Background: an optimization exercise with open tools, aiming at small area. Do not read the settings as production practice. No run shown here included a check of the RTL's function; only the layout flow was run. Power figures rest on the tool's default switching activity, not on a simulated workload.

**design/flow/constraint.sdc**
```tcl
create_clock -name core_clock -period 20.0 [get_ports {CLOCK_50}]
set_input_delay 4.0000 -clock core_clock [delete_from_list [all_inputs] [get_ports {CLOCK_50}]]
set_output_delay 4.0000 -clock core_clock [all_outputs]
set_load 0.01 [all_outputs]
```
**design/flow/design.v**
```verilog
module segdriver(decimal_in, seg);
	output [6:0] seg;
	input [3:0] decimal_in;
	wire [15:0] m = 16'd1 << decimal_in;
	assign seg[0] = |(m & 16'b0010100000010010);
	assign seg[1] = |(m & 16'b1101100001100000);
	assign seg[2] = |(m & 16'b1101000000000100);
	assign seg[3] = |(m & 16'b1000011010010010);
	assign seg[4] = |(m & 16'b0000001010111010);
	assign seg[5] = |(m & 16'b0010000010001110);
	assign seg[6] = |(m & 16'b0001000010000011);
endmodule
module lcd(CLOCK_50, RESET, KEY0, ASCIIData, writeData,
	LCD_ON, LCD_BLON, LCD_EN, LCD_RS, LCD_DATA, LCD_RW);
input CLOCK_50;
input RESET;
input KEY0;
input [6:0] ASCIIData;
input writeData;
output LCD_ON;
output LCD_BLON;
output LCD_EN;
output LCD_RS;
output LCD_RW;
output [7:0] LCD_DATA;
assign LCD_ON = 1'b1;
assign LCD_BLON = 1'b1;
assign LCD_RW = 1'b0;
localparam COUNT = 2'b00, PEND2 = 2'b01, PARK = 2'b10, PEND1 = 2'b11;
reg [1:0] mode;
reg [19:0] C;
reg [1:0] state;
reg [2:0] idx;
reg hi;
reg [3:0] lo;
reg prevWriteData;
reg [7:0] data;
reg rs;
reg F;       
wire run = mode[1] & ~RESET;
wire [19:0] Cstep = {~C[18:0], ~(C[19] ^ C[16])};
wire cEq1  = C[1] & C[3];
wire cEq21 = ~C[0] & ~C[2];
wire porEnd = (C == 20'hBFFFD);
wire delayEnd = (C == 20'h3242B);
assign LCD_EN = F & ~C[3] & (C[2] | ~C[0]);
assign LCD_RS = rs;
assign LCD_DATA = data;
wire wr = writeData & ~prevWriteData;
wire isChar = (ASCIIData >= 7'h20) && (ASCIIData != 7'h7F);
wire loadInst = (idx != 3'd5);
wire load = wr | loadInst;
wire exit1 = ~F | (cEq1 & (idx != 3'd0));
wire isUp = (ASCIIData == 7'h11);
wire isDown = (ASCIIData == 7'h12);
wire isLeft = (ASCIIData == 7'h13);
wire isRight = (ASCIIData == 7'h14);
wire isEnter = (ASCIIData == 7'h0D);
wire isEsc = (ASCIIData == 7'h1B);
wire isAddr = isUp | isDown | isLeft | isRight | isEnter;
wire incLo = (isChar | isRight) & (lo != 4'hF);
wire decLo = isLeft & (lo != 4'h0);
wire [3:0] newLo = (isEnter | isEsc) ? 4'h0 : incLo ? lo + 4'd1 : decLo ? lo - 4'd1 : lo;
wire newHi = (isDown | isEnter) ? 1'b1 : (isUp | isEsc) ? 1'b0 : hi;
reg [7:0] instData;
always @* begin
	case (idx)
		3'd0: instData = 8'h38;
		3'd1: instData = 8'h0F;
		3'd2: instData = 8'h01;
		3'd3: instData = 8'h06;
		3'd4: instData = 8'h80;
		default: instData = 8'h00;
	endcase
end
always @(posedge CLOCK_50) begin
	if (RESET) begin
		mode <= COUNT;
		C <= 20'd0;
	end
	else case (mode)
		COUNT: begin
			if (porEnd) begin
				mode <= KEY0 ? PARK : PEND1;
				C <= 20'd0;
			end
			else
				C <= Cstep;
		end
		PEND2: begin
			mode <= COUNT;
			C <= 20'h00001;
		end
		default: begin
			if (mode == PEND1)
				mode <= PEND2;
			else if (!KEY0)
				mode <= PEND1;
			case (state)
				2'd0: C <= load ? Cstep : 20'd0;
				2'd1: C <= exit1 ? 20'h00001 : Cstep;
				2'd2: C <= delayEnd ? 20'd0 : Cstep;
				2'd3: C <= 20'd0;
			endcase
		end
	endcase
end
always @(posedge CLOCK_50) begin
	if (!run) begin
		state <= 2'd0;
		idx <= 3'd0;
		hi <= 1'b0;
		lo <= 4'd0;
		prevWriteData <= 1'b0;
		data <= 8'd0;
		rs <= 1'b0;
		F <= 1'b0;
	end
	else begin
		prevWriteData <= writeData;
		if (F && cEq21)
			F <= 1'b0;
		case (state)
		2'd0: begin
			if (wr) begin
				hi <= newHi;
				lo <= newLo;
				rs <= isChar;
				data <= isChar ? {1'b0, ASCIIData} :
					isAddr ? {1'b1, newHi, 2'b00, newLo} :
					{7'd0, isEsc};
			end
			else if (loadInst) begin
				data <= instData;
				rs <= 1'b0;
			end
			if (load) begin
				state <= 2'd1;
				F <= 1'b1;
			end
		end
		2'd1: if (exit1) state <= 2'd2;
		2'd2: if (delayEnd) state <= 2'd3;
		2'd3: begin
			if (idx != 3'd5) idx <= idx + 3'd1;
			state <= 2'd0;
		end
		endcase
	end
end
endmodule
module ps2(CLOCK_50, RESET, PS2_CLK, PS2_DAT, LCD_ON, LCD_BLON, LCD_EN,
	LCD_RS, LCD_DATA, LCD_RW, HEX0, HEX1, HEX4, HEX5, GPIO_1, LEDR, KEY);
input CLOCK_50, RESET, PS2_CLK, PS2_DAT;
input [1:0] KEY;
output wire [6:0] HEX0;
output wire [6:0] HEX1;
output wire [6:0] HEX4;
output wire [6:0] HEX5;
output [1:0] GPIO_1;
output [1:0] LEDR;
output LCD_ON;
output LCD_BLON;
output LCD_EN;
output LCD_RS;
output LCD_RW;
output [7:0] LCD_DATA;
reg [2:0] ps2ClkSync;
reg [1:0] ps2DatSync;
always @(posedge CLOCK_50) begin
	ps2ClkSync <= {ps2ClkSync[1:0], PS2_CLK};
	ps2DatSync <= {ps2DatSync[0], PS2_DAT};
end
wire ps2ClkRise = ps2ClkSync[1] & ~ps2ClkSync[2];
wire ps2Dat = ps2DatSync[1];
reg [22:0] porLfsr;
reg resetNeg;
always @(posedge CLOCK_50) begin
	if (RESET) begin
		porLfsr <= 23'd0;
		resetNeg <= 1'b0;
	end
	else begin
		porLfsr <= {~porLfsr[21:0], ~(porLfsr[22] ^ porLfsr[17])};
		resetNeg <= resetNeg | (porLfsr == 23'h35601F);
	end
end
reg [7:0] PS2Data;    
reg prevF0;           
reg [3:0] rxState;    
reg shiftOn;
reg writeData;
reg [6:0] ASCIIData;
wire shiftCode = (PS2Data == 8'h12) || (PS2Data == 8'h59);
wire isF0 = (PS2Data == 8'hF0);
wire brk = isF0 | prevF0;
wire [6:0] a;
asciirom rom(.sh(shiftOn), .code(PS2Data), .q(a));
always @(posedge CLOCK_50) begin
	if (RESET || !resetNeg) begin
		rxState <= 4'd0;
		shiftOn <= 1'b0;
		writeData <= 1'b0;
		PS2Data <= 8'd0;
		prevF0 <= 1'b0;
		ASCIIData <= 7'd0;
	end
	else if (ps2ClkRise) begin
		if (rxState == 4'd0) begin
			if (!ps2Dat) begin
				writeData <= 1'b0;
				rxState <= 4'd1;
			end
		end
		else if (rxState != 4'd9) begin
			PS2Data <= {ps2Dat, PS2Data[7:1]};
			rxState <= rxState + 4'd1;
		end
		else begin
			prevF0 <= isF0;
			rxState <= 4'd0;
			if (brk) begin
				if (shiftCode)
					shiftOn <= 1'b0;
			end
			else if (shiftCode)
				shiftOn <= 1'b1;
			else begin
				ASCIIData <= a;
				writeData <= 1'b1;
			end
		end
	end
end
assign GPIO_1[0] = PS2_DAT;
assign GPIO_1[1] = PS2_CLK;
assign LEDR[0] = shiftOn;
assign LEDR[1] = 1'b0;
segdriver make0(PS2Data[3:0], HEX0);
segdriver make1(PS2Data[7:4], HEX1);
segdriver ascii0(ASCIIData[3:0], HEX4);
segdriver ascii1({1'b0, ASCIIData[6:4]}, HEX5);
lcd lcd16x2(.CLOCK_50(CLOCK_50), .RESET(RESET), .KEY0(KEY[0]),
	.ASCIIData(ASCIIData), .writeData(writeData),
	.LCD_ON(LCD_ON), .LCD_BLON(LCD_BLON), .LCD_EN(LCD_EN),
	.LCD_RS(LCD_RS), .LCD_DATA(LCD_DATA), .LCD_RW(LCD_RW));
endmodule
module asciirom(sh, code, q);
input sh;
input [7:0] code;
output [6:0] q;
wire c7=code[7], c6=code[6], c5=code[5], c4=code[4], c3=code[3], c2=code[2], c1=code[1], c0=code[0];
wire q6, q5, q4, q3, q2, q1, q0;
assign q = {q6, q5, q4, q3, q2, q1, q0};
wire n17, n18, n19, n20, n21, n22, n23, n24, n25, n26, n27, n28, n29, n30, n31, n32, n33, n34, n35, n36, n37, n38, n39, n40, n41, n42, n43, n44, n45, n46, n47, n48, n49, n50, n51, n52, n53, n54, n55, n56, n57, n58, n59, n60, n61, n62, n63, n64, n65, n66, n67, n68, n69, n70, n71, n72, n73, n74, n75, n76, n77, n78, n79, n80, n81, n82, n83, n84, n85, n86, n87, n88, n89, n90, n91, n92, n93, n94, n95, n96, n97, n98, n99, n100, n101, n102, n103, n104, n105, n106, n107, n108, n109, n110, n111, n112, n113, n114, n115, n116, n118, n119, n120, n121, n122, n124, n125, n126, n127, n128, n129, n130, n131, n132, n133, n134, n135, n136, n137, n138, n139, n140, n141, n142, n143, n144, n145, n146, n147, n148, n149, n150, n151, n152, n153, n155, n156, n157, n158, n159, n160, n161, n162, n163, n164, n165, n166, n167, n169, n170, n171, n172, n173, n174, n175, n176, n177, n178, n179, n180, n181, n182, n183, n184, n185, n186, n188, n189, n190, n191, n192, n193, n194, n195, n196, n197, n198, n199, n200, n201, n202, n203, n204, n205, n207, n208, n209, n210, n211, n212, n213, n214, n215, n216, n217, n218;
assign n17 = c2 & c0;
  assign n18 = ~c5 & ~c3;
  assign n19 = c0 & ~n18;
  assign n20 = ~c1 & ~n19;
  assign n21 = c1 & c0;
  assign n22 = c5 & ~c4;
  assign n23 = ~n21 & n22;
  assign n24 = c4 & c3;
  assign n25 = c6 & ~n24;
  assign n26 = ~n21 & n25;
  assign n27 = ~n22 & ~n26;
  assign n28 = ~n23 & ~n27;
  assign n29 = ~n20 & n28;
  assign n30 = c6 & ~c5;
  assign n31 = ~c6 & c5;
  assign n32 = ~n30 & ~n31;
  assign n33 = ~n21 & ~n32;
  assign n34 = ~c6 & ~c2;
  assign n35 = ~c4 & n34;
  assign n36 = c3 & c1;
  assign n37 = c4 & c2;
  assign n38 = n36 & ~n37;
  assign n39 = ~n35 & n38;
  assign n40 = n33 & n39;
  assign n41 = ~c4 & ~c2;
  assign n42 = n36 & ~n41;
  assign n43 = ~c3 & n19;
  assign n44 = ~n42 & ~n43;
  assign n45 = ~c5 & ~c4;
  assign n46 = c5 & c1;
  assign n47 = ~c2 & ~n46;
  assign n48 = ~n45 & ~n47;
  assign n49 = n44 & ~n48;
  assign n50 = ~c6 & ~n49;
  assign n51 = c2 & n28;
  assign n52 = ~n50 & ~n51;
  assign n53 = ~n40 & ~n52;
  assign n54 = ~n29 & ~n53;
  assign n55 = c4 & ~n54;
  assign n56 = ~c1 & n55;
  assign n57 = ~c6 & ~c1;
  assign n58 = c2 & n57;
  assign n59 = n21 & n35;
  assign n60 = ~n58 & ~n59;
  assign n61 = ~n40 & n60;
  assign n62 = ~n56 & n61;
  assign n63 = ~c4 & ~c3;
  assign n64 = ~n24 & ~n63;
  assign n65 = c5 & ~n64;
  assign n66 = ~n62 & ~n65;
  assign n67 = n17 & ~n66;
  assign n68 = ~n17 & n18;
  assign n69 = ~n62 & n68;
  assign n70 = n50 & ~n69;
  assign n71 = ~n67 & n70;
  assign n72 = c5 & c4;
  assign n73 = ~c3 & n72;
  assign n74 = ~n34 & ~n73;
  assign n75 = sh & c3;
  assign n76 = n45 & n75;
  assign n77 = n74 & ~n76;
  assign n78 = ~c0 & ~n77;
  assign n79 = ~c4 & c2;
  assign n80 = ~c5 & n24;
  assign n81 = ~n79 & ~n80;
  assign n82 = n78 & ~n81;
  assign n83 = ~n72 & ~n82;
  assign n84 = ~n44 & ~n83;
  assign n85 = c3 & c0;
  assign n86 = ~n63 & ~n85;
  assign n87 = ~c2 & ~n86;
  assign n88 = ~c3 & ~c0;
  assign n89 = ~n85 & ~n88;
  assign n90 = ~c1 & ~n89;
  assign n91 = ~n87 & ~n90;
  assign n92 = ~n84 & n91;
  assign n93 = ~c2 & ~c1;
  assign n94 = n30 & ~n93;
  assign n95 = ~n92 & n94;
  assign n96 = ~c4 & n95;
  assign n97 = ~n71 & ~n96;
  assign n98 = c4 & ~c2;
  assign n99 = ~c0 & ~n79;
  assign n100 = ~n98 & ~n99;
  assign n101 = n33 & n100;
  assign n102 = n97 & ~n101;
  assign n103 = ~n30 & ~n57;
  assign n104 = ~n80 & n103;
  assign n105 = n74 & n104;
  assign n106 = sh & ~n105;
  assign n107 = ~n97 & n106;
  assign n108 = ~n102 & ~n107;
  assign n109 = c2 & n108;
  assign n110 = c1 & ~n45;
  assign n111 = n109 & n110;
  assign n112 = c5 & ~n62;
  assign n113 = ~c2 & n112;
  assign n114 = ~n95 & ~n113;
  assign n115 = ~n71 & n114;
  assign n116 = ~c7 & ~n115;
  assign q6 = ~n111 & n116;
  assign n118 = sh & n95;
  assign n119 = n29 & n47;
  assign n120 = ~n118 & ~n119;
  assign n121 = n102 & n120;
  assign n122 = ~c7 & ~n107;
  assign q5 = ~n121 & n122;
  assign n124 = ~n22 & n34;
  assign n125 = n78 & ~n124;
  assign n126 = sh & n108;
  assign n127 = ~n52 & n126;
  assign n128 = c6 & n79;
  assign n129 = ~c5 & ~n128;
  assign n130 = ~n88 & ~n129;
  assign n131 = ~c2 & ~n130;
  assign n132 = n29 & ~n131;
  assign n133 = c5 & ~n132;
  assign n134 = n39 & ~n91;
  assign n135 = ~n72 & ~n134;
  assign n136 = ~n45 & ~n135;
  assign n137 = ~n133 & n136;
  assign n138 = n79 & n88;
  assign n139 = c1 & ~n138;
  assign n140 = ~n105 & ~n139;
  assign n141 = ~n82 & ~n140;
  assign n142 = ~n137 & n141;
  assign n143 = ~n111 & n142;
  assign n144 = ~n127 & ~n143;
  assign n145 = ~n125 & ~n144;
  assign n146 = ~c6 & ~n17;
  assign n147 = n55 & ~n146;
  assign n148 = n93 & n130;
  assign n149 = ~c1 & ~n130;
  assign n150 = ~n126 & n149;
  assign n151 = ~n148 & ~n150;
  assign n152 = ~n147 & ~n151;
  assign n153 = ~c7 & ~n152;
  assign q4 = ~n145 & n153;
  assign n155 = ~c2 & ~n36;
  assign n156 = n102 & n155;
  assign n157 = ~n17 & ~n37;
  assign n158 = ~n56 & ~n157;
  assign n159 = ~n126 & n158;
  assign n160 = n30 & ~n159;
  assign n161 = n46 & ~n98;
  assign n162 = n88 & n161;
  assign n163 = ~n109 & n162;
  assign n164 = ~n160 & ~n163;
  assign n165 = ~n156 & ~n164;
  assign n166 = n84 & ~n115;
  assign n167 = ~n165 & ~n166;
  assign q3 = ~c7 & ~n167;
  assign n169 = ~c3 & ~c1;
  assign n170 = ~sh & ~c0;
  assign n171 = ~n169 & ~n170;
  assign n172 = ~n93 & ~n171;
  assign n173 = n167 & n172;
  assign n174 = ~n102 & n149;
  assign n175 = ~n145 & n174;
  assign n176 = ~n36 & ~n175;
  assign n177 = ~n173 & n176;
  assign n178 = n160 & ~n177;
  assign n179 = n17 & n64;
  assign n180 = n112 & ~n179;
  assign n181 = n78 & ~n131;
  assign n182 = n56 & n85;
  assign n183 = ~n181 & ~n182;
  assign n184 = n50 & ~n183;
  assign n185 = ~n180 & ~n184;
  assign n186 = ~n178 & n185;
  assign q2 = ~c7 & ~n186;
  assign n188 = c0 & n62;
  assign n189 = ~sh & c4;
  assign n190 = ~n88 & n189;
  assign n191 = ~c1 & ~n190;
  assign n192 = c1 & n190;
  assign n193 = ~n191 & ~n192;
  assign n194 = ~n57 & ~n193;
  assign n195 = c5 & n194;
  assign n196 = ~n46 & ~n85;
  assign n197 = ~n78 & n196;
  assign n198 = ~n194 & n197;
  assign n199 = ~n195 & ~n198;
  assign n200 = ~n188 & n199;
  assign n201 = c2 & ~n200;
  assign n202 = ~n21 & ~n161;
  assign n203 = n155 & ~n202;
  assign n204 = ~c7 & ~n203;
  assign n205 = ~n54 & n204;
  assign q1 = ~n201 & n205;
  assign n207 = n160 & n172;
  assign n208 = n126 & n184;
  assign n209 = n97 & ~n184;
  assign n210 = n46 & ~n79;
  assign n211 = ~n37 & ~n63;
  assign n212 = ~n36 & ~n211;
  assign n213 = ~n210 & n212;
  assign n214 = ~n209 & n213;
  assign n215 = ~n208 & n214;
  assign n216 = ~n40 & ~n137;
  assign n217 = ~n215 & n216;
  assign n218 = ~n207 & n217;
  assign q0 = ~c7 & ~n218;
endmodule
```
**design/flow/config.mk**
```make
export PLATFORM = sky130hd
export DESIGN_NAME = ps2
export DESIGN_NICKNAME = ps2
export VERILOG_FILES = /design/flow/design.v
export SDC_FILE = /design/flow/constraint.sdc
export NUM_CORES = 4
export LEC_CHECK = 0
export ABC_AREA = 1
export CAP_MARGIN = 20
export CORE_MARGIN = 2
export CORE_UTILIZATION = 40
export SLEW_MARGIN = 20
```
**design/flow/run.sh**
```bash
#!/bin/bash
# synth_recipe.tcl (not shown) runs the flow's synth.tcl, then flattens the netlist and writes it again
# the make line also repeats each setting of config.mk as NAME=value (left out here)
make -C /OpenROAD-flow-scripts/flow DESIGN_CONFIG=/design/flow/config.mk WORK_HOME=/design/flow/orfs CLKGATE_MAP_FILE= SYNTH_SCRIPT=/design/flow/synth_recipe.tcl finish
```
==> impl_metrics.tcl, run 1 <==
set metrics [dict create \
    clk_pin_slew_worst_paths_ps 60 \
    grt_overflow 0 \
    synthAdderAreaFrac_pct 4.47 \
    synth_xor_area_share_pct 0.658 \
    via_per_inst 5.23 \
    path_class "input port to primary output" \
    synthMuxAreaShare_pct 0.188 \
    cts-buffers-inserted 9 \
    outcome "no timing/DRC/antenna violations" \
    p_per_area_mw_per_mm2 62.3 \
    rrSetupSlack_ps 16850 \
    r2r-start "PS2Data[1]" \
    r2r_cells 20 \
    setup_violations 0 \
    clockBufferDepth 2 \
    vias 5086 \
    synth_top_family_by_area "simple AND/OR/NAND/NOR gates" \
    synth_cells 762 \
    cts.sinks 94 \
    yosysSeqAreaShare_pct 35.4 \
    synth.top_cell.area_share_pct 35.4 \
    fin_setup_tns_ps 0 \
    ys_warn_count 2 \
    hold-path-cell-count 0 \
    clkPwrFrac_pct 45.8 \
    wirelength_mm 13.4 \
    skew_ps 4.96 \
    io_buffers 45 \
    hold_viol 0 \
    ys_types 57 \
    num_rows 42 \
    fmax_mhz 111 \
    synth_area_mm2 0.00532 \
    fp.dieW_um 119 \
    worstPathMaxFanout 2 \
    cts_resized 0 \
    rsz0062_at_grt "false" \
    power_frac_comb_pct 2.4 \
    final_core_util_pct 46.9 \
    ctsHoldBuffers 0 \
    ios 51 \
    period_share_pct 45.0 \
    crit_arrival_ps 5010 \
    start_util_pct 40.5 \
    track_usage_pct 19.1 \
    grt_max_degree 45 \
    n_antenna_cell 0 \
    dieArea_mm2 0.0142 \
    clk_latency_ps 330 \
    sequentialPowerShare_pct 51.8 \
    p_int_mw 0.306 \
    gp_congestion 0.908 \
    synth_seq_cells 94 \
    critPathCapture "GPIO_1[1]" \
    final_common_cell "nand2_1" \
    dr.pass1.iters 5 \
    ir_drop_v 0.0000474 \
    nets 816 \
    postCtsSetupBuffers 0 \
    grt_pass1_vias 4872 \
    die_h_um 119 \
    wl_per_cell_um 13.8 \
    cpPeakStageDelay_ps 540 \
    drive_gt1_share_pct 7.41 \
    startpoint_type "input port" \
    synthToLayoutAreaGrowth_pct 15.8 \
    avgSynthCellArea_um2 6.98 \
    p_total_mw 0.384 \
    yosys.area_share.simple_pct 31.2 \
    hold_path_startpoint "ps2ClkSync[0]" \
    crit_chain "clkdlybuf4s50_1 -> clkdlybuf4s50_1" \
    final_antenna_net_count 0 \
    finalCriticalPeriod_ps 9010 \
    grt_first_pass_wirelength_mm 22.7 \
    p_sw_mw 0.0777 \
    post-route-drc-count 0 \
    max-slew-margin-rel_pct 43.3 \
    crit_family "buffers and inverters" \
    crit_path_start "PS2_CLK" \
    final_cell_mix "118 x nand2_1, 117 x nor2_1, 95 x inv_1" \
    root_buffer "clkbuf_16" \
    cts_tree "yes" \
    crit_cells 2 \
    min_path_type "register to register" \
    slew_violations 0 \
    slowest_stage "clkdlybuf4s50_1" \
    r2r-end "ASCIIData[2]" \
    critPathBufInv 2 \
    critPathCaptureType "primary output" \
    antenna_found_initial 0 \
    coreArea_mm2 0.0131 \
    synthTopCellsByArea "dfxtp_1 35%, nand2_1 8.3%, nor2_1 8.3%, inv_1 6.7%, a21oi_1 5.3%" \
    leakage_nw 2.59 \
    cp.required_ps 16000 \
    tightest_slew_ps 847 \
    dp_hpwl_mm 10.3 \
    drt_iter0_drc 345 \
    maxCapViolCount 0 \
    p_sw_share_pct 20.3 \
    htree_levels 3 \
    synth_compound_area_share_pct 17.3 \
    cpMostUsedCell "clkdlybuf4s50_1" \
    yosysTopAreaCell "dfxtp_1" \
]
power by group through the flow:
stage	Clock [mW]	Sequential [mW]	Combinational [mW]
finish	0.176	0.199	0.00927
floorplan	0	0.202	0.00770
global placement	0	0.203	0.00896
detailed placement	0	0.203	0.00934
global route	0.188	0.200	0.0106
CTS	0.181	0.199	0.00938
cells by family after synthesis:
group                      Yosys count
other                                2
buffers and inverters              135
muxes                                1
xor gates and xnor gates             4
DFF                                 94
AOI/OAI and AO/OA                  155
and+or+nand+nor                    352
adders and majority gates           19
state kept, by name (all words and copies together) (netlist names), 2 cells and up:
signal	flops
lcd16x2.mode	2
ASCIIData	7
PS2Data	8
porLfsr	23
lcd16x2.lo	4
lcd16x2.C	20
lcd16x2.data	8
lcd16x2.idx	3
ps2ClkSync	3
ps2DatSync	2
rxState	4
lcd16x2.state	2
worst min-delay path by stage:
stage / end / slack [ps]
floorplan: ps2ClkSync[1] / 310
global placement: ps2ClkSync[1] / 310
detailed placement: ps2ClkSync[1] / 310
CTS: ps2ClkSync[1] / 330
global route: ps2DatSync[1] / 340
finish: ps2ClkSync[1] / 330
cells in the mapped netlist, drive strengths merged:
| cell | count |
|---|---|
| or2 | 1 |
| a22oi | 1 |
| xnor2 | 1 |
| xor2 | 3 |
| nand2 | 136 |
| a211oi | 5 |
| or4 | 1 |
| nand4 | 13 |
| nor4b | 2 |
| clkbuf | 14 |
| o22ai | 5 |
| dfxtp | 94 |
| o21a | 1 |
| a211o | 1 |
| o311ai | 1 |
| nand3 | 43 |
| o31ai | 3 |
| a2111oi | 2 |
| buf | 16 |
| nor2 | 121 |
| o211ai | 15 |
| inv | 103 |
| nor4 | 4 |
| and2 | 1 |
| a32o | 1 |
| o2111ai | 2 |
| ha | 19 |
| a221oi | 3 |
| mux2i | 1 |
| o221ai | 1 |
| clkinv | 2 |
| o41ai | 1 |
| a31oi | 5 |
| a21oi | 57 |
| nor3 | 27 |
| conb | 2 |
| nand3b | 2 |
| o21ai | 50 |
| or3 | 1 |
| a21boi | 1 |
through the flow:
| stage | hold slack [ps] | setup WS, ps | cells | area, um2 |
|---|---|---|---|---|
| 5_1_grt | 344 | 10960 | 972 | 6160 |
| 3_3_place_gp | 312 | 11000 | 956 | 5840 |
| 4_1_cts | 327 | 10980 | 972 | 6160 |
| 2_1_floorplan | 310 | 11880 | 764 | 5330 |
| 6_report | 328 | 10990 | 972 | 6160 |
| 3_5_place_dp | 312 | 10990 | 956 | 5840 |
per-layer routing:
| layer | vias to the layer above | routed length, um | track usage (%) |
|---|---|---|---|
| met1 | 2378 | 6410 | 26.1 |
| met2 | 117 | 6340 | 31.4 |
| met4 | 0 | 208 | 6.25 |
| met5 | - | 0 | 0 |
| li1 | 2574 | - | - |
| met3 | 17 | 476 | 2.20 |
cell type report:
cell class / count / area [um2]
Sequential cell: 94 / 1880
Clock buffer: 12 / 267
Inverter: 105 / 399
Tap cell: 176 / 220
Fill cell: 1367 / 6980
Multi-Input combinational cell: 535 / 2880
Clock inverter: 4 / 53.8
Timing Repair Buffer: 46 / 458
==> run 2: changes to the inputs <==
--- a/design/flow/design.v
+++ b/design/flow/design.v
@@ -39,5 +39,4 @@
 reg F;       
 wire run = mode[1] & ~RESET;
-wire [19:0] Cstep = {~C[18:0], ~(C[19] ^ C[16])};
 wire cEq1  = C[1] & C[3];
 wire cEq21 = ~C[0] & ~C[2];
@@ -74,34 +73,18 @@
 	endcase
 end
+wire cZero = RESET |
+	(mode == COUNT && porEnd) |
+	(mode[1] && ((state == 2'd0 && !load) || (state == 2'd2 && delayEnd) || state == 2'd3));
+wire cTwo = (mode == PEND2) | (mode[1] && state == 2'd1 && exit1);
+wire cForce = cZero | cTwo;
 always @(posedge CLOCK_50) begin
-	if (RESET) begin
+	C <= {~(C[18:0] | {19{cForce}}), ~cZero & (cTwo | ~(C[19] ^ C[16]))};
+	if (RESET)
 		mode <= COUNT;
-		C <= 20'd0;
-	end
 	else case (mode)
-		COUNT: begin
-			if (porEnd) begin
-				mode <= KEY0 ? PARK : PEND1;
-				C <= 20'd0;
-			end
-			else
-				C <= Cstep;
-		end
-		PEND2: begin
-			mode <= COUNT;
-			C <= 20'h00001;
-		end
-		default: begin
-			if (mode == PEND1)
-				mode <= PEND2;
-			else if (!KEY0)
-				mode <= PEND1;
-			case (state)
-				2'd0: C <= load ? Cstep : 20'd0;
-				2'd1: C <= exit1 ? 20'h00001 : Cstep;
-				2'd2: C <= delayEnd ? 20'd0 : Cstep;
-				2'd3: C <= 20'd0;
-			endcase
-		end
+		COUNT: if (porEnd) mode <= KEY0 ? PARK : PEND1;
+		PARK: if (!KEY0) mode <= PEND1;
+		PEND1: mode <= PEND2;
+		PEND2: mode <= COUNT;
 	endcase
 end
@@ -176,20 +159,12 @@
 reg [22:0] porLfsr;
 reg resetNeg;
-always @(posedge CLOCK_50) begin
-	if (RESET) begin
-		porLfsr <= 23'd0;
-		resetNeg <= 1'b0;
-	end
-	else begin
-		porLfsr <= {~porLfsr[21:0], ~(porLfsr[22] ^ porLfsr[17])};
-		resetNeg <= resetNeg | (porLfsr == 23'h35601F);
-	end
-end
 reg [7:0] PS2Data;    
-reg prevF0;           
-reg [3:0] rxState;    
 reg shiftOn;
 reg writeData;
 reg [6:0] ASCIIData;
+localparam [4:0] RXK = 5'h00;
+wire [4:0] rxBits = porLfsr[5:1] ^ RXK;
+wire prevF0 = rxBits[4];         
+wire [3:0] rxState = rxBits[3:0];  
 wire shiftCode = (PS2Data == 8'h12) || (PS2Data == 8'h59);
 wire isF0 = (PS2Data == 8'hF0);
@@ -197,38 +172,41 @@
 wire [6:0] a;
 asciirom rom(.sh(shiftOn), .code(PS2Data), .q(a));
+wire idle = (rxState == 4'd0);
+wire last = (rxState == 4'd9);
+wire startBit = ps2ClkRise & idle & ~ps2Dat;
+wire shiftIn = ps2ClkRise & ~idle & ~last;
+wire proc = ps2ClkRise & last;
+wire key = proc & ~brk & ~shiftCode;
+wire [4:0] rxNext = {proc ? isF0 : prevF0,
+	proc ? 4'd0 : (startBit | shiftIn) ? rxState + 4'd1 : rxState};
+always @(posedge CLOCK_50) begin
+	if (RESET) begin
+		porLfsr <= 23'd0;
+		resetNeg <= 1'b0;
+	end
+	else begin
+		porLfsr <= {~porLfsr[21:5], resetNeg ? rxNext ^ RXK : ~porLfsr[4:0],
+			~(porLfsr[22] ^ porLfsr[17])};
+		resetNeg <= resetNeg | (porLfsr == 23'h35601F);
+	end
+end
 always @(posedge CLOCK_50) begin
 	if (RESET || !resetNeg) begin
-		rxState <= 4'd0;
 		shiftOn <= 1'b0;
 		writeData <= 1'b0;
 		PS2Data <= 8'd0;
-		prevF0 <= 1'b0;
 		ASCIIData <= 7'd0;
 	end
-	else if (ps2ClkRise) begin
-		if (rxState == 4'd0) begin
-			if (!ps2Dat) begin
-				writeData <= 1'b0;
-				rxState <= 4'd1;
-			end
-		end
-		else if (rxState != 4'd9) begin
+	else begin
+		if (shiftIn)
 			PS2Data <= {ps2Dat, PS2Data[7:1]};
-			rxState <= rxState + 4'd1;
-		end
-		else begin
-			prevF0 <= isF0;
-			rxState <= 4'd0;
-			if (brk) begin
-				if (shiftCode)
-					shiftOn <= 1'b0;
-			end
-			else if (shiftCode)
-				shiftOn <= 1'b1;
-			else begin
-				ASCIIData <= a;
-				writeData <= 1'b1;
-			end
-		end
+		if (proc & shiftCode)
+			shiftOn <= ~brk;
+		if (startBit)
+			writeData <= 1'b0;
+		else if (key)
+			writeData <= 1'b1;
+		if (key)
+			ASCIIData <= a;
 	end
 end
==> design/flow/flow/run.sh (new file) <==
#!/bin/bash
# Standard layout, with plain buf_1 cells as the port buffers.
set -euo pipefail
export BUFFER_PORTS_ARGS="-buffer_cell sky130_fd_sc_hd__buf_1"
bash standard.sh finish > layout.log 2>&1
==> design/flow/standard.sh (new file) <==
#!/bin/bash
# synth_recipe.tcl (not shown) runs the flow's synth.tcl, then flattens the netlist and writes it again
# the make line also repeats each setting of config.mk as NAME=value (left out here)
make -C /OpenROAD-flow-scripts/flow DESIGN_CONFIG=/design/flow/config.mk WORK_HOME=/design/flow/orfs CLKGATE_MAP_FILE= SYNTH_SCRIPT=/design/flow/synth_recipe.tcl "${@:-finish}"
--- a/design/flow/config.mk
+++ b/design/flow/config.mk
@@ -9,4 +9,5 @@
 export CAP_MARGIN = 20
 export CORE_MARGIN = 2
-export CORE_UTILIZATION = 40
+export CORE_UTILIZATION = 60
+export CTS_BUF_LIST = sky130_fd_sc_hd__clkbuf_8
 export SLEW_MARGIN = 20
removed: design/flow/run.sh
==> run 2 against run 1 <==
  * Highest routed layer unchanged
  * Non-clock buffer count up 1
  * Largest cell class unchanged
  * Synthesized area fell by 4.1%
  * Hold slack better by 5.0 ps
  * Design area down 11%
  * Still clean
==> impl_metrics.tcl, run 2 <==
set metrics [dict create \
    avgSynthCellArea_um2 6.82 \
    grt_pass1_vias 4534 \
    outcome "no timing/DRC/antenna violations" \
    layout.cells.non_filler 894 \
    placed_area_mm2 0.00528 \
    coreArea_mm2 0.00822 \
    cts_resized 0 \
    grt_max_degree 26 \
    largest_reg_flops 23 \
    cts-buffers-inserted 9 \
    via_per_inst 5.67 \
    ir_drop_v 0.0000693 \
    yosysSeqAreaShare_pct 34.9 \
    io_buffers 45 \
    dp.cells 878 \
    ctsHoldBuffers 0 \
    finalCriticalPeriod_ps 8260 \
    maxCapViolCount 0 \
    worstPathMaxFanout 2 \
    start_util_pct 62.1 \
    dp_hpwl_mm 9.56 \
    gp_congestion 1.02 \
    drive_gt1_share_pct 8.24 \
    synthToLayoutAreaGrowth_pct 7.94 \
    nets 808 \
    synth_area_mm2 0.00510 \
    crit_arrival_ps 4260 \
    num_rows 33 \
    post-route-drc-count 0 \
    p_int_mw 0.260 \
    final_cell_mix "130 x nor2_1, 107 x inv_1, 106 x nand2_1" \
    startpoint_type "input port" \
    skew_ps 10.4 \
    min_path_type "register to register" \
    fmax_mhz 121 \
    tightest_slew_ps 946 \
    leakage_nw 2.39 \
    yosys-top-cells-count "130 x nor2_1, 107 x inv_1, 106 x nand2_1" \
    sequentialPowerShare_pct 55.9 \
    p_sw_mw 0.0776 \
    rsz0062_at_grt "false" \
    clockBufferDepth 2 \
    clkPwrFrac_pct 40.7 \
    slew_violations 0 \
    p_per_area_mw_per_mm2 61.3 \
    final_common_cell "nor2_1" \
    wl_per_cell_um 14.0 \
    wirelength_mm 12.5 \
    root_buffer "clkbuf_8" \
    clk_latency_ps 360 \
    postCtsSetupBuffers 0 \
    path_class "input port to primary output" \
    setup_violations 0 \
    grt_overflow 0 \
    ios 51 \
    max-slew-margin-rel_pct 36.7 \
    final_cell_area_mm2 0.00551 \
    synthArstFlopShare_pct 0 \
    cp.required_ps 16000 \
    yosysTopAreaCell "dfxtp_1" \
    hold_viol 0 \
    synth.top_cell.area_share_pct 34.9 \
    drt_iter0_drc 380 \
    crit_chain "buf_1 -> buf_1" \
    die_h_um 96.2 \
    fin_setup_tns_ps 0 \
    vias 5066 \
    dieArea_mm2 0.00926 \
    reg.largest.list "porLfsr x23, lcd16x2.C x20" \
    ys_types 52 \
    clk_pin_slew_worst_paths_ps 90 \
    synth_cells 749 \
    crit_family "buffers and inverters" \
    period_share_pct 41.3 \
    dr.pass1.iters 5 \
    track_usage_pct 28.0 \
    p_sw_share_pct 23.0 \
    regMostFlops "porLfsr" \
    critPathCaptureType "primary output" \
    fp.dieW_um 96.2 \
    cts_tree "yes" \
    critPathBufInv 2 \
    synthTopCellsByArea "dfxtp_1 35%, nor2_1 9.6%, inv_1 7.9%, nand2_1 7.8%, a21oi_1 5.9%" \
    ys_warn_count 2 \
    ys.flop_type "dfxtp_1" \
    cpPeakStageDelay_ps 160 \
    synth_seq_cells 89 \
    final_antenna_net_count 0 \
    n_antenna_cell 0 \
    synth_edf_count 0 \
    slowest_stage "buf_1" \
    antenna_found_initial 0 \
    synth_most_common_cell "nor2_1" \
    power_frac_comb_pct 3.4 \
    cpMostUsedCell "buf_1" \
    grt_first_pass_wirelength_mm 20.4 \
    htree_levels 3 \
    cts.sinks 89 \
    final_core_util_pct 67.1 \
]
==> run 2: power groups by stage <==
stage	registers [mW]	clock network, mW	logic (mW)
final	0.189	0.137	0.0114
after global routing	0.190	0.147	0.0135
after CTS	0.189	0.140	0.0114
after detailed placement	0.193	0	0.0113
after global placement	0.193	0	0.0108
after floorplan	0.192	0	0.00982
==> run 2: kinds of logic (layout without fill, tap and decap cells) <==
logic type / count (synthesis) / count (layout) / share of synthesized area (%)
compound gates: 163 / 163 / 19.2
xor+xnor: 2 / 2 / 0.343
fa+ha+maj: 18 / 18 / 4.41
other cells: 2 / 4 / 0.147
buf+inv: 143 / 181 / 11.6
flops: 89 / 89 / 34.9
simple gates: 332 / 332 / 29.4
==> run 2: final cells by class <==
| class | count | area [um2] |
|---|---|---|
| Multi-Input combinational cell | 519 | 2740 |
| Fill cell | 774 | 2710 |
| Clock buffer | 9 | 124 |
| Clock inverter | 7 | 98.8 |
| Inverter | 118 | 447 |
| Sequential cell | 89 | 1780 |
| Tap cell | 105 | 131 |
| Timing Repair Buffer | 47 | 184 |
==> run 2: worst paths after layout <==
kind              cells past startpoint             to  slack [ps]     startpoint
hold reg to reg                       0  ps2DatSync[1]         330  ps2DatSync[0]
setup reg to reg                     22   ASCIIData[2]       16920     PS2Data[4]
setup / recovery                      2      GPIO_1[1]       11740        PS2_CLK
hold / removal                        0  ps2DatSync[1]         330  ps2DatSync[0]
==> run 2: metal layers <==
metal / up-vias / GRT usage [%] / routed length (um)
met2: 183 / 45.7 / 5790
met3: 33 / 3.37 / 803
met1: 2314 / 37.5 / 5640
met5: - / 0 / 0
li1: 2536 / - / -
met4: 0 / 11.3 / 299
==> run 2: worst reg2reg max path: cells and delay by family, from the launching register on <==
family                 cells  cell delay, ps
and+or+nand+nor           20            1850
DFF                        1             790
buffers and inverters      1             250
AOI/OAI and AO/OA          1             130
==> run 2: through the flow <==
| step | total power [mW] | setup slack, ps | hold slack (ps) |
|---|---|---|---|
| 2_1_floorplan | 0.202 | 11880 | 310 |
| 3_3_place_gp | 0.204 | 11740 | 312 |
| 3_5_place_dp | 0.204 | 11740 | 313 |
| 4_1_cts | 0.340 | 11740 | 335 |
| 5_1_grt | 0.351 | 11710 | 346 |
| 6_report | 0.338 | 11740 | 333 |

afterwards: timing with drivers on the ports:
Ports are ideal in the flow. The routed layouts listed here were re-timed in OpenROAD. Step 1 (the two cells are an assumption about what drives the block):
set clk [get_ports {CLOCK_50}]
set_driving_cell -lib_cell sky130_fd_sc_hd__clkbuf_16 $clk
set_driving_cell -lib_cell sky130_fd_sc_hd__buf_2 [delete_from_list [all_inputs] $clk]
Step 2 times the ports against the registers' clock, not the clock port: input delays grow and output delays shrink by t, the midpoint of the rising clock arrivals with the driver on. Three values: ideal, step 1, step 2; two values: the first two.
| run | t, ns | setup WS [ns] | worst setup path after step 2 | clock arrival spread, ns |
|---|---|---|---|---|
| run 1 | 0.364 | 10.991 / 10.967 / 10.967 | input to output | 0.005 / 0.005 |
| run 2 | 0.386 | 11.743 / 11.720 / 11.720 | input to output | 0.010 / 0.011 |
After both steps every run listed still meets setup and hold. For run 1, which loses most, drivers alone change the setup slack by -0.024 ns; drivers and shift together by -0.024 ns.
